What follows belongs to an exercise in optimizing a design on an open flow for small area and a short achievable clock period; a production flow would make more cautious choices.
No functional check of the RTL was part of any run shown here.
Power is estimated from default activity; no workload was simulated.

## flow/design.v (module list and top-level ports; edited modules follow where they fit)
// module pid_controller: 1225 lines
// module pid_fa: 4 lines
// module pid_pg: 4 lines
// module pid_carry16: 24 lines
// module pid_carry16ks: 24 lines
// module pid_bpp: 3 lines
// module pid_ha: 4 lines
// module top: 23 lines
module top (
  input  logic        clk,
  input  logic        rst_n,
  input  logic [15:0] setpoint,
  input  logic [15:0] feedback,
  input  logic [15:0] Kp,
  input  logic [15:0] Ki,
  input  logic [15:0] Kd,
  input  logic [15:0] clk_prescaler,
  output logic [15:0] control_signal
);
  // ...
==> flow/flow/run.sh <==
#!/bin/bash
# The standard layout, with the port buffers made of plain buf_1 cells
# instead of the delay buffers buffer_ports picks on its own, and a larger
# setup margin for timing repair.
set -euo pipefail
export BUFFER_PORTS_ARGS="-buffer_cell sky130_fd_sc_hd__buf_1"
bash standard.sh SETUP_SLACK_MARGIN=6.5 finish > standard.log 2>&1
==> flow/standard.sh <==
#!/bin/bash
# synth_recipe.tcl (not shown) runs the flow's synth.tcl, then flattens the netlist and writes it again
# the make line also repeats each setting of config.mk as NAME=value (left out here)
make -C /OpenROAD-flow-scripts/flow DESIGN_CONFIG=/design/flow/config.mk WORK_HOME=/design/flow/orfs CLKGATE_MAP_FILE= SYNTH_SCRIPT=/design/flow/synth_recipe.tcl "${@:-finish}"
==> flow/config.mk <==
export PLATFORM = sky130hd
export DESIGN_NAME = top
export DESIGN_NICKNAME = top
export VERILOG_FILES = /design/flow/design.v
export SDC_FILE = /design/flow/constraint.sdc
export NUM_CORES = 4
export LEC_CHECK = 0
export CAP_MARGIN = 20
export CORE_MARGIN = 2
export CORE_UTILIZATION = 40
export CTS_BUF_LIST = sky130_fd_sc_hd__clkbuf_4 sky130_fd_sc_hd__clkbuf_8
export CTS_CLUSTER_SIZE = 40
export SETUP_SLACK_MARGIN = 5
export SLEW_MARGIN = 20
export SYNTH_HIERARCHICAL = 1
export SYNTH_MINIMUM_KEEP_SIZE = 0
==> flow/constraint.sdc <==
create_clock -name core_clock -period 12.5 [get_ports {clk}]
set_input_delay 2.5000 -clock core_clock [delete_from_list [all_inputs] [get_ports {clk}]]
set_output_delay 2.5000 -clock core_clock [all_outputs]
set_load 0.01 [all_outputs]
==> results.ini, run 1 <==
[setup_path]
end_kind=flip-flop
rr_worst_depth=12
crit_path_start=Kd[5]
cp.required_ns=12.82

[layout]
buffers_excl_clock=176
n_fill_cell=3607
multi_input_area_share_pct=71.6
fin_nets=1969
design.seq.count=115

[timing]
tightest_slew_ns=0.992
finClkSkew_ns=0.0174
fmax_mhz=167
rsz0062_at_grt=yes

[placed_design]
placed_cells=2014
place_congestion=0.871
hpwl_mm=35.7

[clocking]
clk_latency_ns=0.45
post_cts_buffers=18
cts_root_buffer=clkbuf_8

[die]
core_area_um2=38700
num_rows=72
initial_core_util_pct=40.7
ios=114
fp.dieH_um=202

[detailed_routing]
first_pass_iters=5
ant_nets=0
drc=0

[global_routing]
grt_overflow=0
gr-usage-met1_pct=30.4
grt_pass1_wl_mm=69.5
grt_pass1_vias=12034
grt.met3_usage_pct=3.03

[logic_synthesis]
synthCells=1400
ys_warn_count=13

[power]
p_per_area_nw_per_um2=217

[min_path]
worstHoldPathType=flip-flop to flip-flop

[outcome]
outcome=timing/DRC/antenna clean

[run]
maxCapViolCount=0

==> inputs of run 2 (changes only) <==
--- a/flow/design.v
+++ b/flow/design.v
@@ -10,17 +10,16 @@
     input  logic [15:0] clk_prescaler,
     output logic [15:0] control_signal
 );
   logic [15:0] clk_divider;
   logic        smp;
   logic [15:0] prev;
   logic [15:0] I0;
   logic [15:0] I1;
-  logic [15:0] I2;
   logic [15:0] C0;
   logic [15:0] C1;
   logic [15:0] C2;
   logic [15:0] C3;
   wire [16:0] inc_c;
   assign inc_c[0] = 1'b1;
   wire [15:0] cnt_inc;
   genvar g;
@@ -83,22 +82,22 @@
   assign X2[2] = 1'b0;
   assign X2[3] = 1'b0;
   assign X2[4] = 1'b0;
   assign X2[5] = 1'b0;
   assign X2[6] = 1'b0;
   assign X2[7] = 1'b0;
   assign X2[8] = ~smp & C2[8];
   assign X2[9] = ~smp & C2[9];
-  assign X2[10] = smp ? I2[10] : C2[10];
-  assign X2[11] = smp ? I2[11] : C2[11];
-  assign X2[12] = smp ? I2[12] : C2[12];
-  assign X2[13] = smp ? I2[13] : C2[13];
-  assign X2[14] = smp ? I2[14] : C2[14];
-  assign X2[15] = smp ? I2[15] : C2[15];
+  assign X2[10] = ~smp & C2[10];
+  assign X2[11] = ~smp & C2[11];
+  assign X2[12] = ~smp & C2[12];
+  assign X2[13] = ~smp & C2[13];
+  assign X2[14] = ~smp & C2[14];
+  assign X2[15] = ~smp & C2[15];
   wire [15:0] X3;
   assign X3[0] = 1'b0;
   assign X3[1] = 1'b0;
   assign X3[2] = 1'b0;
   assign X3[3] = 1'b0;
   assign X3[4] = 1'b0;
   assign X3[5] = 1'b0;
   assign X3[6] = 1'b0;
@@ -138,20 +137,19 @@
   wire e_p12, e_g12;
   pid_pg u_e_pg12 (.a(setpoint[12]), .b(~feedback[12]), .g(e_g12), .p(e_p12));
   wire e_p13, e_g13;
   pid_pg u_e_pg13 (.a(setpoint[13]), .b(~feedback[13]), .g(e_g13), .p(e_p13));
   wire e_p14, e_g14;
   pid_pg u_e_pg14 (.a(setpoint[14]), .b(~feedback[14]), .g(e_g14), .p(e_p14));
   wire e_p15, e_g15;
   pid_pg u_e_pg15 (.a(setpoint[15]), .b(~feedback[15]), .g(e_g15), .p(e_p15));
-  wire e_g0c = setpoint[0] | ~feedback[0];
   wire [15:0] e_c;
-  pid_carry16ks u_e_cy (.g({e_g15, e_g14, e_g13, e_g12, e_g11, e_g10, e_g9, e_g8, e_g7, e_g6, e_g5, e_g4, e_g3, e_g2, e_g1, e_g0c}), .p({e_p15, e_p14, e_p13, e_p12, e_p11, e_p10, e_p9, e_p8, e_p7, e_p6, e_p5, e_p4, e_p3, e_p2, e_p1, e_p0}), .ci(1'b0), .c(e_c));
-  wire [15:0] e = {e_p15, e_p14, e_p13, e_p12, e_p11, e_p10, e_p9, e_p8, e_p7, e_p6, e_p5, e_p4, e_p3, e_p2, e_p1, e_p0} ^ {e_c[15:1], 1'b1};
+  pid_carry16 u_e_cy (.g({e_g15, e_g14, e_g13, e_g12, e_g11, e_g10, e_g9, e_g8, e_g7, e_g6, e_g5, e_g4, e_g3, e_g2, e_g1, e_g0}), .p({e_p15, e_p14, e_p13, e_p12, e_p11, e_p10, e_p9, e_p8, e_p7, e_p6, e_p5, e_p4, e_p3, e_p2, e_p1, e_p0}), .ci(1'b1), .c(e_c));
+  wire [15:0] e = {e_p15, e_p14, e_p13, e_p12, e_p11, e_p10, e_p9, e_p8, e_p7, e_p6, e_p5, e_p4, e_p3, e_p2, e_p1, e_p0} ^ e_c;
   wire ksum_p0, ksum_g0;
   pid_pg u_ksum_pg0 (.a(kpg[0]), .b(kdg[0]), .g(ksum_g0), .p(ksum_p0));
   wire ksum_p1, ksum_g1;
   pid_pg u_ksum_pg1 (.a(kpg[1]), .b(kdg[1]), .g(ksum_g1), .p(ksum_p1));
   wire ksum_p2, ksum_g2;
   pid_pg u_ksum_pg2 (.a(kpg[2]), .b(kdg[2]), .g(ksum_g2), .p(ksum_p2));
   wire ksum_p3, ksum_g3;
   pid_pg u_ksum_pg3 (.a(kpg[3]), .b(kdg[3]), .g(ksum_g3), .p(ksum_p3));
@@ -175,17 +173,17 @@
   pid_pg u_ksum_pg12 (.a(kpg[12]), .b(kdg[12]), .g(ksum_g12), .p(ksum_p12));
   wire ksum_p13, ksum_g13;
   pid_pg u_ksum_pg13 (.a(kpg[13]), .b(kdg[13]), .g(ksum_g13), .p(ksum_p13));
   wire ksum_p14, ksum_g14;
   pid_pg u_ksum_pg14 (.a(kpg[14]), .b(kdg[14]), .g(ksum_g14), .p(ksum_p14));
   wire ksum_p15, ksum_g15;
   pid_pg u_ksum_pg15 (.a(kpg[15]), .b(kdg[15]), .g(ksum_g15), .p(ksum_p15));
   wire [15:0] ksum_c;
-  pid_carry16ks u_ksum_cy (.g({ksum_g15, ksum_g14, ksum_g13, ksum_g12, ksum_g11, ksum_g10, ksum_g9, ksum_g8, ksum_g7, ksum_g6, ksum_g5, ksum_g4, ksum_g3, ksum_g2, ksum_g1, ksum_g0}), .p({ksum_p15, ksum_p14, ksum_p13, ksum_p12, ksum_p11, ksum_p10, ksum_p9, ksum_p8, ksum_p7, ksum_p6, ksum_p5, ksum_p4, ksum_p3, ksum_p2, ksum_p1, ksum_p0}), .ci(1'b0), .c(ksum_c));
+  pid_carry16 u_ksum_cy (.g({ksum_g15, ksum_g14, ksum_g13, ksum_g12, ksum_g11, ksum_g10, ksum_g9, ksum_g8, ksum_g7, ksum_g6, ksum_g5, ksum_g4, ksum_g3, ksum_g2, ksum_g1, ksum_g0}), .p({ksum_p15, ksum_p14, ksum_p13, ksum_p12, ksum_p11, ksum_p10, ksum_p9, ksum_p8, ksum_p7, ksum_p6, ksum_p5, ksum_p4, ksum_p3, ksum_p2, ksum_p1, ksum_p0}), .ci(1'b0), .c(ksum_c));
   wire [15:0] ksum = {ksum_p15, ksum_p14, ksum_p13, ksum_p12, ksum_p11, ksum_p10, ksum_p9, ksum_p8, ksum_p7, ksum_p6, ksum_p5, ksum_p4, ksum_p3, ksum_p2, ksum_p1, ksum_p0} ^ ksum_c;
   wire ed_one0 = e[0] ^ 1'b0;
   wire ed_two0 = (e[1] & ~e[0] & ~1'b0) | (~e[1] & e[0] & 1'b0);
   wire ed_neg0 = e[1] & ~(e[0] & 1'b0);
   wire ed_one1 = e[2] ^ e[1];
   wire ed_two1 = (e[3] & ~e[2] & ~e[1]) | (~e[3] & e[2] & e[1]);
   wire ed_neg1 = e[3] & ~(e[2] & e[1]);
   wire ed_one2 = e[4] ^ e[3];
@@ -766,99 +764,99 @@
   pid_fa u_it_53 (.a(it_51), .b(kie_p0_9), .c(kie_p1_7), .s(it_53), .co(it_54));
   wire it_55, it_56;
   pid_fa u_it_55 (.a(kie_p2_5), .b(kie_p3_3), .c(kie_p4_1), .s(it_55), .co(it_56));
   wire it_57, it_58;
   pid_fa u_it_57 (.a(it_44), .b(it_46), .c(it_53), .s(it_57), .co(it_58));
   wire it_59, it_60;
   pid_fa u_it_59 (.a(it_55), .b(it_48), .c(it_57), .s(it_59), .co(it_60));
   wire it_61, it_62;
-  pid_fa u_it_61 (.a(I0[10]), .b(I1[10]), .c(I2[10]), .s(it_61), .co(it_62));
+  pid_fa u_it_61 (.a(I0[10]), .b(I1[10]), .c(kid_neg5), .s(it_61), .co(it_62));
   wire it_63, it_64;
-  pid_fa u_it_63 (.a(it_61), .b(kid_neg5), .c(it_52), .s(it_63), .co(it_64));
+  pid_fa u_it_63 (.a(it_61), .b(it_52), .c(kie_p0_10), .s(it_63), .co(it_64));
   wire it_65, it_66;
-  pid_fa u_it_65 (.a(kie_p0_10), .b(kie_p1_8), .c(kie_p2_6), .s(it_65), .co(it_66));
+  pid_fa u_it_65 (.a(kie_p1_8), .b(kie_p2_6), .c(kie_p3_4), .s(it_65), .co(it_66));
   wire it_67, it_68;
-  pid_fa u_it_67 (.a(kie_p3_4), .b(kie_p4_2), .c(kie_p5_0), .s(it_67), .co(it_68));
+  pid_fa u_it_67 (.a(kie_p4_2), .b(kie_p5_0), .c(it_54), .s(it_67), .co(it_68));
   wire it_69, it_70;
-  pid_fa u_it_69 (.a(it_63), .b(it_54), .c(it_56), .s(it_69), .co(it_70));
+  pid_fa u_it_69 (.a(it_56), .b(it_63), .c(it_65), .s(it_69), .co(it_70));
   wire it_71, it_72;
-  pid_fa u_it_71 (.a(it_65), .b(it_67), .c(it_58), .s(it_71), .co(it_72));
+  pid_fa u_it_71 (.a(it_58), .b(it_67), .c(it_69), .s(it_71), .co(it_72));
   wire it_73, it_74;
-  pid_fa u_it_73 (.a(I0[11]), .b(I1[11]), .c(I2[11]), .s(it_73), .co(it_74));
+  pid_fa u_it_73 (.a(I0[11]), .b(I1[11]), .c(it_62), .s(it_73), .co(it_74));
   wire it_75, it_76;
-  pid_fa u_it_75 (.a(it_62), .b(it_73), .c(kie_p0_11), .s(it_75), .co(it_76));
+  pid_fa u_it_75 (.a(it_73), .b(kie_p0_11), .c(kie_p1_9), .s(it_75), .co(it_76));
   wire it_77, it_78;
-  pid_fa u_it_77 (.a(kie_p1_9), .b(kie_p2_7), .c(kie_p3_5), .s(it_77), .co(it_78));
+  pid_fa u_it_77 (.a(kie_p2_7), .b(kie_p3_5), .c(kie_p4_3), .s(it_77), .co(it_78));
   wire it_79, it_80;
-  pid_fa u_it_79 (.a(kie_p4_3), .b(kie_p5_1), .c(it_64), .s(it_79), .co(it_80));
+  pid_fa u_it_79 (.a(kie_p5_1), .b(it_64), .c(it_66), .s(it_79), .co(it_80));
   wire it_81, it_82;
-  pid_fa u_it_81 (.a(it_66), .b(it_68), .c(it_75), .s(it_81), .co(it_82));
+  pid_fa u_it_81 (.a(it_75), .b(it_77), .c(it_68), .s(it_81), .co(it_82));
   wire it_83, it_84;
-  pid_fa u_it_83 (.a(it_77), .b(it_79), .c(it_70), .s(it_83), .co(it_84));
+  pid_fa u_it_83 (.a(it_70), .b(it_79), .c(it_81), .s(it_83), .co(it_84));
   wire it_85, it_86;
-  pid_fa u_it_85 (.a(I0[12]), .b(I1[12]), .c(I2[12]), .s(it_85), .co(it_86));
+  pid_fa u_it_85 (.a(I0[12]), .b(I1[12]), .c(kid_neg6), .s(it_85), .co(it_86));
   wire it_87, it_88;
-  pid_fa u_it_87 (.a(it_74), .b(it_85), .c(kid_neg6), .s(it_87), .co(it_88));
+  pid_fa u_it_87 (.a(it_85), .b(it_74), .c(kie_p0_12), .s(it_87), .co(it_88));
   wire it_89, it_90;
-  pid_fa u_it_89 (.a(it_87), .b(kie_p0_12), .c(kie_p1_10), .s(it_89), .co(it_90));
+  pid_fa u_it_89 (.a(kie_p1_10), .b(kie_p2_8), .c(kie_p3_6), .s(it_89), .co(it_90));
   wire it_91, it_92;
-  pid_fa u_it_91 (.a(kie_p2_8), .b(kie_p3_6), .c(kie_p4_4), .s(it_91), .co(it_92));
+  pid_fa u_it_91 (.a(kie_p4_4), .b(kie_p5_2), .c(kie_p6_0), .s(it_91), .co(it_92));
   wire it_93, it_94;
-  pid_fa u_it_93 (.a(kie_p5_2), .b(kie_p6_0), .c(it_76), .s(it_93), .co(it_94));
+  pid_fa u_it_93 (.a(it_76), .b(it_78), .c(it_87), .s(it_93), .co(it_94));
   wire it_95, it_96;
-  pid_fa u_it_95 (.a(it_78), .b(it_89), .c(it_91), .s(it_95), .co(it_96));
+  pid_fa u_it_95 (.a(it_89), .b(it_91), .c(it_80), .s(it_95), .co(it_96));
   wire it_97, it_98;
-  pid_fa u_it_97 (.a(it_80), .b(it_82), .c(it_93), .s(it_97), .co(it_98));
+  pid_fa u_it_97 (.a(it_93), .b(it_82), .c(it_95), .s(it_97), .co(it_98));
   wire it_99, it_100;
-  pid_fa u_it_99 (.a(I0[13]), .b(I1[13]), .c(I2[13]), .s(it_99), .co(it_100));
+  pid_fa u_it_99 (.a(I0[13]), .b(I1[13]), .c(it_86), .s(it_99), .co(it_100));
   wire it_101, it_102;
-  pid_fa u_it_101 (.a(it_86), .b(it_99), .c(it_88), .s(it_101), .co(it_102));
+  pid_fa u_it_101 (.a(it_99), .b(kie_p0_13), .c(kie_p1_11), .s(it_101), .co(it_102));
   wire it_103, it_104;
-  pid_fa u_it_103 (.a(it_101), .b(kie_p0_13), .c(kie_p1_11), .s(it_103), .co(it_104));
+  pid_fa u_it_103 (.a(kie_p2_9), .b(kie_p3_7), .c(kie_p4_5), .s(it_103), .co(it_104));
   wire it_105, it_106;
-  pid_fa u_it_105 (.a(kie_p2_9), .b(kie_p3_7), .c(kie_p4_5), .s(it_105), .co(it_106));
+  pid_fa u_it_105 (.a(kie_p5_3), .b(kie_p6_1), .c(it_88), .s(it_105), .co(it_106));
   wire it_107, it_108;
-  pid_fa u_it_107 (.a(kie_p5_3), .b(kie_p6_1), .c(it_90), .s(it_107), .co(it_108));
+  pid_fa u_it_107 (.a(it_90), .b(it_92), .c(it_101), .s(it_107), .co(it_108));
   wire it_109, it_110;
-  pid_fa u_it_109 (.a(it_92), .b(it_103), .c(it_105), .s(it_109), .co(it_110));
+  pid_fa u_it_109 (.a(it_103), .b(it_94), .c(it_105), .s(it_109), .co(it_110));
   wire it_111, it_112;
-  pid_fa u_it_111 (.a(it_94), .b(it_96), .c(it_107), .s(it_111), .co(it_112));
+  pid_fa u_it_111 (.a(it_107), .b(it_96), .c(it_109), .s(it_111), .co(it_112));
   wire it_113, it_114;
-  pid_fa u_it_113 (.a(I0[14]), .b(I1[14]), .c(I2[14]), .s(it_113), .co(it_114));
+  pid_fa u_it_113 (.a(I0[14]), .b(I1[14]), .c(kid_neg7), .s(it_113), .co(it_114));
   wire it_115, it_116;
-  pid_fa u_it_115 (.a(it_100), .b(it_113), .c(kid_neg7), .s(it_115), .co(it_116));
+  pid_fa u_it_115 (.a(it_113), .b(it_100), .c(kie_p0_14), .s(it_115), .co(it_116));
   wire it_117, it_118;
-  pid_fa u_it_117 (.a(it_115), .b(it_102), .c(kie_p0_14), .s(it_117), .co(it_118));
+  pid_fa u_it_117 (.a(kie_p1_12), .b(kie_p2_10), .c(kie_p3_8), .s(it_117), .co(it_118));
   wire it_119, it_120;
-  pid_fa u_it_119 (.a(kie_p1_12), .b(kie_p2_10), .c(kie_p3_8), .s(it_119), .co(it_120));
+  pid_fa u_it_119 (.a(kie_p4_6), .b(kie_p5_4), .c(kie_p6_2), .s(it_119), .co(it_120));
   wire it_121, it_122;
-  pid_fa u_it_121 (.a(kie_p4_6), .b(kie_p5_4), .c(kie_p6_2), .s(it_121), .co(it_122));
+  pid_fa u_it_121 (.a(kie_p7_0), .b(it_102), .c(it_104), .s(it_121), .co(it_122));
   wire it_123, it_124;
-  pid_fa u_it_123 (.a(kie_p7_0), .b(it_104), .c(it_106), .s(it_123), .co(it_124));
+  pid_fa u_it_123 (.a(it_115), .b(it_117), .c(it_119), .s(it_123), .co(it_124));
   wire it_125, it_126;
-  pid_fa u_it_125 (.a(it_117), .b(it_119), .c(it_121), .s(it_125), .co(it_126));
+  pid_fa u_it_125 (.a(it_106), .b(it_108), .c(it_121), .s(it_125), .co(it_126));
   wire it_127, it_128;
-  pid_fa u_it_127 (.a(it_108), .b(it_110), .c(it_123), .s(it_127), .co(it_128));
+  pid_fa u_it_127 (.a(it_123), .b(it_110), .c(it_125), .s(it_127), .co(it_128));
   wire it_129, it_130;
-  pid_fa u_it_129 (.a(I0[15]), .b(I1[15]), .c(I2[15]), .s(it_129), .co(it_130));
+  pid_fa u_it_129 (.a(I0[15]), .b(I1[15]), .c(it_114), .s(it_129), .co(it_130));
   wire it_131, it_132;
-  pid_fa u_it_131 (.a(it_114), .b(it_129), .c(it_116), .s(it_131), .co(it_132));
+  pid_fa u_it_131 (.a(it_129), .b(kie_p0_15), .c(kie_p1_13), .s(it_131), .co(it_132));
   wire it_133, it_134;
-  pid_fa u_it_133 (.a(it_131), .b(kie_p0_15), .c(kie_p1_13), .s(it_133), .co(it_134));
+  pid_fa u_it_133 (.a(kie_p2_11), .b(kie_p3_9), .c(kie_p4_7), .s(it_133), .co(it_134));
   wire it_135, it_136;
-  pid_fa u_it_135 (.a(kie_p2_11), .b(kie_p3_9), .c(kie_p4_7), .s(it_135), .co(it_136));
+  pid_fa u_it_135 (.a(kie_p5_5), .b(kie_p6_3), .c(kie_p7_1), .s(it_135), .co(it_136));
   wire it_137, it_138;
-  pid_fa u_it_137 (.a(kie_p5_5), .b(kie_p6_3), .c(kie_p7_1), .s(it_137), .co(it_138));
+  pid_fa u_it_137 (.a(it_116), .b(it_118), .c(it_120), .s(it_137), .co(it_138));
   wire it_139, it_140;
-  pid_fa u_it_139 (.a(it_118), .b(it_120), .c(it_122), .s(it_139), .co(it_140));
+  pid_fa u_it_139 (.a(it_131), .b(it_133), .c(it_135), .s(it_139), .co(it_140));
   wire it_141, it_142;
-  pid_fa u_it_141 (.a(it_133), .b(it_135), .c(it_137), .s(it_141), .co(it_142));
+  pid_fa u_it_141 (.a(it_122), .b(it_124), .c(it_137), .s(it_141), .co(it_142));
   wire it_143, it_144;
-  pid_fa u_it_143 (.a(it_124), .b(it_126), .c(it_139), .s(it_143), .co(it_144));
+  pid_fa u_it_143 (.a(it_139), .b(it_126), .c(it_141), .s(it_143), .co(it_144));
   wire ct_1, ct_2;
   pid_fa u_ct_1 (.a(pd_neg0), .b(X0[0]), .c(X1[0]), .s(ct_1), .co(ct_2));
   wire ct_3, ct_4;
   pid_fa u_ct_3 (.a(ct_1), .b(kdp_p0_0), .c(ed_neg0), .s(ct_3), .co(ct_4));
   wire ct_5, ct_6;
   pid_fa u_ct_5 (.a(X0[1]), .b(X1[1]), .c(ct_2), .s(ct_5), .co(ct_6));
   wire ct_7, ct_8;
   pid_fa u_ct_7 (.a(ct_5), .b(kdp_p0_1), .c(ct_4), .s(ct_7), .co(ct_8));
@@ -1142,26 +1140,24 @@
   pid_fa u_ct_285 (.a(ct_277), .b(ct_279), .c(ct_250), .s(ct_285), .co(ct_286));
   wire ct_287, ct_288;
   pid_fa u_ct_287 (.a(ct_252), .b(ct_281), .c(ct_283), .s(ct_287), .co(ct_288));
   always_ff @(posedge clk or negedge rst_n) begin
     if (!rst_n) begin
       prev <= 16'h0000;
       I0 <= 16'h0000;
       I1 <= 16'h0000;
-      I2 <= 16'h0000;
       C0 <= 16'h0000;
       C1 <= 16'h0000;
       C2 <= 16'h0000;
       C3 <= 16'h0000;
     end else begin
       if (smp) prev <= e;
-      I0 <= {it_141, it_125, it_109, it_95, it_81, it_69, it_50, it_40, it_37, it_24, it_18, it_15, it_8, kie_p1_0, it_3, it_1};
-      I1 <= {it_128, it_112, it_98, it_84, it_72, it_60, it_59, it_49, it_39, it_31, it_23, it_17, it_11, it_7, kie_p0_1, kie_p0_0};
-      I2 <= {it_143, it_127, it_111, it_97, it_83, it_71, 1'b0, 1'b0, 1'b0, 1'b0, 1'b0, 1'b0, 1'b0, 1'b0, 1'b0, 1'b0};
+      I0 <= {it_128, it_112, it_98, it_84, it_72, it_60, it_50, it_40, it_37, it_24, it_18, it_15, it_8, kie_p1_0, it_3, it_1};
+      I1 <= {it_143, it_127, it_111, it_97, it_83, it_71, it_59, it_49, it_39, it_31, it_23, it_17, it_11, it_7, kie_p0_1, kie_p0_0};
       C0 <= {ct_254, ct_251, ct_194, ct_166, ct_165, ct_141, ct_117, ct_97, ct_64, ct_48, ct_36, ct_24, ct_21, ct_8, kse_p0_1, kse_p0_0};
       C1 <= {ct_285, ct_253, ct_221, ct_193, ct_144, ct_120, ct_100, ct_80, ct_79, ct_63, ct_47, ct_35, ct_23, ct_15, ct_7, ct_3};
       C2 <= {ct_256, ct_224, ct_196, ct_168, ct_167, ct_143, ct_119, ct_99, 1'b0, 1'b0, 1'b0, 1'b0, 1'b0, 1'b0, 1'b0, 1'b0};
       C3 <= {ct_287, ct_255, ct_223, ct_195, 1'b0, 1'b0, 1'b0, 1'b0, 1'b0, 1'b0, 1'b0, 1'b0, 1'b0, 1'b0, 1'b0, 1'b0};
     end
   end
   wire ot_1, ot_2;
   pid_ha u_ot_1 (.a(C0[8]), .b(C1[8]), .s(ot_1), .co(ot_2));
@@ -1249,40 +1245,16 @@
         end else begin
           G[l+1][i] = G[l][i];
           P[l+1][i] = P[l][i];
         end
       end
     end
     c[0] = ci;
     for (i = 1; i < 16; i = i + 1) c[i] = G[4][i-1];
-  end
-endmodule
-module pid_carry16ks(input logic [15:0] g, input logic [15:0] p, input logic ci,
-                     output logic [15:0] c);
-  logic [15:0] G [0:4];
-  logic [15:0] P [0:4];
-  integer i, l;
-  always_comb begin
-    G[0] = g;
-    P[0] = p;
-    G[0][0] = g[0] | (p[0] & ci);
-    for (l = 0; l < 4; l = l + 1) begin
-      for (i = 0; i < 16; i = i + 1) begin
-        if (i >= (1 << l)) begin
-          G[l+1][i] = G[l][i] | (P[l][i] & G[l][i - (1 << l)]);
-          P[l+1][i] = P[l][i] & P[l][i - (1 << l)];
-        end else begin
-          G[l+1][i] = G[l][i];
-          P[l+1][i] = P[l][i];
-        end
-      end
-    end
-    c[0] = ci;
-    for (i = 1; i < 16; i = i + 1) c[i] = G[4][i-1];
   end
 endmodule
 module pid_bpp(input logic one, two, a, b, output logic p);
   assign p = (one & a) | (two & b);
 endmodule
 module pid_ha(input logic a, b, output logic s, co);
   assign s = a ^ b;
   assign co = a & b;
==> run 2 against run 1 <==
Critical endpoint is now u_dut.I1[15]. First-iteration DRC count grew 16%. Register-to-register slack lost 0.06 ns. Sequential power shrank 4.5%. Total power shrank 3.6%. Setup slack lost 0.12 ns. Largest power group unchanged.
==> results.ini, run 2 <==
[outcome]
outcome=timing/DRC/antenna clean

[clocking]
ctsHoldBuffers=0
cts_sinks=109
clk_latency_ns=0.41  ; -0.04 ns
clk_pin_slew_ns=0.12
htree_levels=3
cts_buffers=9
cts_root_buffer=clkbuf_8
cts.path.max_buffers=2
cts_tree=done

[timing]
max_slew_margin_pct=30.8
setup_viol=0
fmax_mhz=163  ; -1.9%
tightest_slew_ns=1.03  ; +0.0369 ns
fin_crit_sh_pct=49.0
rsz0062_at_grt=yes
min_period_ns=6.12
fin_setup_tns_ns=0
slew_viol_final=0
setup_slack_ns=6.38
hold_violations=0
hold_slack_ns=0.509
finClkSkew_ns=0.0149  ; -0.00247 ns

[logic_synthesis]
synthCells=1379  ; -1.5%
ys.flop_type=dfrtp_1
seq_area_frac_synth_pct=17.7
synth_area_um2=15400
yosysTopAreaCell=fa_1
ys_top_cells_by_area=fa_1 29%, dfrtp_1 18%, xnor2_1 13%
ys_warn_count=10  ; -3
synth_seq_cells=109
async_reset_ff_share_pct=100
synth_area_per_cell_um2=11.2
synth.most_common_cell=xnor2_1
synth_common_cells=233 x xnor2_1, 226 x fa_1, 216 x a22o_1
synth-edff-count=0
synth_cell_types=45
synth_top_cell_area_share_pct=29.3

[power]
swShare_pct=50.2
clockPowerShare_pct=5.7
switchingPower_mw=1.94
power.leakage_nw=8.49
p_seq_share_pct=13.7
ir_drop_mv=0.142
intPower_mw=1.92
combPwrFrac_pct=80.6
p_per_area_nw_per_um2=210  ; -3.2%

[detailed_routing]
routed_wl_mm=44.3
viasPerCell=5.52
ant_nets=0  ; unchanged
vias=11479
first_iter_violations=829
first_pass_iters=6  ; +1
wl_per_cell_um=21.3
drc=0  ; unchanged

[setup_path]
path_class=input port to flip-flop
timing.critical_path.from_type=input port
r2r-start=u_dut.smp
end_kind=flip-flop
r2r_end=u_dut.C3[14]
crit_arrival_ns=6.41
ff2ff_setup_slack_ns=6.57
rr_worst_depth=12  ; unchanged
cp.required_ns=12.79  ; -0.03 ns
crit_path_max_fanout=5

[placed_design]
portBuffers=113
hpwl_mm=34.9  ; -2.3%
place_congestion=0.900  ; +3.4%
place_ws_ns=5.42
place_area_um2=16700

[global_routing]
grt_use_total_pct=22.4
grt_start_max_net_pins=63
grt_pass1_vias=11909  ; -1.0%
antenna_found_initial=0
grt_pass1_wl_mm=69.8  ; +0.40%
grt_overflow=0  ; unchanged

[die]
fp.dieW_um=200
ios=114  ; unchanged
num_rows=71  ; -1.4%
fp.dieH_um=200  ; -1.0%
core_area_um2=37800  ; -2.3%
initial_core_util_pct=40.7  ; +0.084 points
dieArea_um2=40100

[min_path]
whs_endpoint=u_dut.clk_divider[0]
hold_path.startpoint=u_dut.clk_divider[0]
min_path_cells=1
worstHoldPathType=flip-flop to flip-flop

[layout]
drive_gt1_share_pct=20.0
area_growth_pct=19.2
n_fill_cell=3540  ; -1.9%
layout_commonest_cell=a22o_1
insertedDiodeCount=0
mostFrequentLayoutCells=216 x a22o_1, 200 x xnor2_1, 197 x fa_1
postLayoutCellArea_um2=18400
multi_input_area_um2=13100
fin_nets=1974  ; +0.25%
seq_area_um2=2730

[run]
maxCapViolCount=0  ; unchanged

## run 2: worst max-delay path, stage by stage
cell,delay (ns)
buf_1,0.07
inv_1,0.06
ha_4,0.33
nand4_1,0.19
a21oi_2,0.21
o2111ai_4,0.23
a31oi_4,0.29
xor2_4,0.29
xnor2_2,0.12
a22o_1,0.25
fa_2,0.38
fa_1,0.57
fa_1,0.44
fa_1,0.47
## run 2: layer usage
layer | vias up | track usage [%] | part of all wire [%]
li1 | 5173 | - | -
met1 | 5879 | 30.9 | 43
met5 | - | 0 | 0
met3 | 50 | 3.01 | 5.6
met2 | 377 | 37.0 | 49
met4 | 0 | 6.27 | 2.6
## run 2: stage by stage
stage | power, mW | instances | utilization [%]
after CTS | 3.87 | 2053 | 47.3
final | 3.85 | 2081 | 48.6
after detailed placement | 3.54 | 1988 | 44.2
after floorplan | 2.54 | 1383 | -
after global routing | 4.25 | 2081 | 48.6
after global placement | 3.50 | 1988 | 44.2
## run 2: area by class of cell
cell class,instances,area share [%]
tap,511,3.48
clock buffer,9,0.674
timing repair buffer,212,7.62
multi-input combinational,1163,71.4
inverter,70,1.57
clock inverter,7,0.361
sequential,109,14.9
## run 2: power by group through the flow
stage          clock, mW  sequential, mW  combinational, mW
2_1_floorplan          0           0.515               2.03
3_3_place_gp           0           0.538               2.97
3_5_place_dp           0           0.536               3.00
4_1_cts            0.226           0.530               3.11
5_1_grt            0.239           0.539               3.47
6_report           0.220           0.528               3.11
## run 2: timing repair
item,in CTS,in global routing
cloned,1,1
setup endpoints to repair,48,29
gates resized for setup,78,56
pin swaps,48,44
buffers inserted,48,27
## run 2: worst max path at each step
stage | from | end
2_1_floorplan | setpoint[2] | u_dut.I1[14]
3_3_place_gp | feedback[0] | u_dut.C3[15]
3_5_place_dp | feedback[0] | u_dut.C3[15]
4_1_cts | feedback[0] | u_dut.I1[15]
5_1_grt | feedback[6] | u_dut.I1[15]
6_report | feedback[6] | u_dut.I1[15]
## run 2: modules after synthesis (local to each module, per instance), excerpt
module | copies in the design | area, µm² | cells
pid_carry16 | 3 | 272 | 44
pid_pg | 48 | 12.5 | 1
pid_fa | 226 | 20.0 | 1
pid_bpp | 216 | 8.76 | 1
pid_ha | 2 | 12.5 | 1
pid_controller | 1 | 7560 | 755
## run 2: cell families (layout without fill, tap and decap cells)
family | Yosys count | after routing | synth area share (%)
AO/OA/AOI/OAI | 329 | 329 | 17.2
adder cells (fa/ha/maj) | 311 | 311 | 36.2
XOR/XNOR | 281 | 281 | 16.2
AND/OR/NAND/NOR | 203 | 203 | 7.16
buffers and inverters | 111 | 298 | 3.12
flip-flops | 109 | 109 | 17.7
multiplexers | 33 | 33 | 2.41
other | 2 | 6 | 0.0487

## port drivers added, routing unchanged
The results above use ideal ports. As a check the final layouts listed here were re-extracted and re-timed, cells and wires unchanged.
Step 1 (the two cells are an assumption about what drives the block):
set clk [get_ports {clk}]
set_driving_cell -lib_cell sky130_fd_sc_hd__clkbuf_16 $clk
set_driving_cell -lib_cell sky130_fd_sc_hd__buf_2 [delete_from_list [all_inputs] $clk]
Step 2 also shifts input and output timing later by t, the mid clock arrival at the registers, as if the neighbouring blocks saw the same clock.
Slacks: ideal ports / drivers / drivers and shift; pairs: ideal ports / drivers.
run | shift t [ns] | setup WS [ns] | worst hold slack (ns) | clock arrival spread, ns
run 1 | 0.486 | 6.495 / 6.516 / 6.030 | 0.527 / 0.527 / 0.527 | 0.018 / 0.019
run 2 | 0.447 | 6.380 / 6.405 / 5.958 | 0.509 / 0.509 / 0.509 | 0.015 / 0.016
After both steps every run listed still meets setup and hold. The setup slack of run 1, which loses most, moves by +0.021 ns with the drivers and by -0.465 ns with both steps.
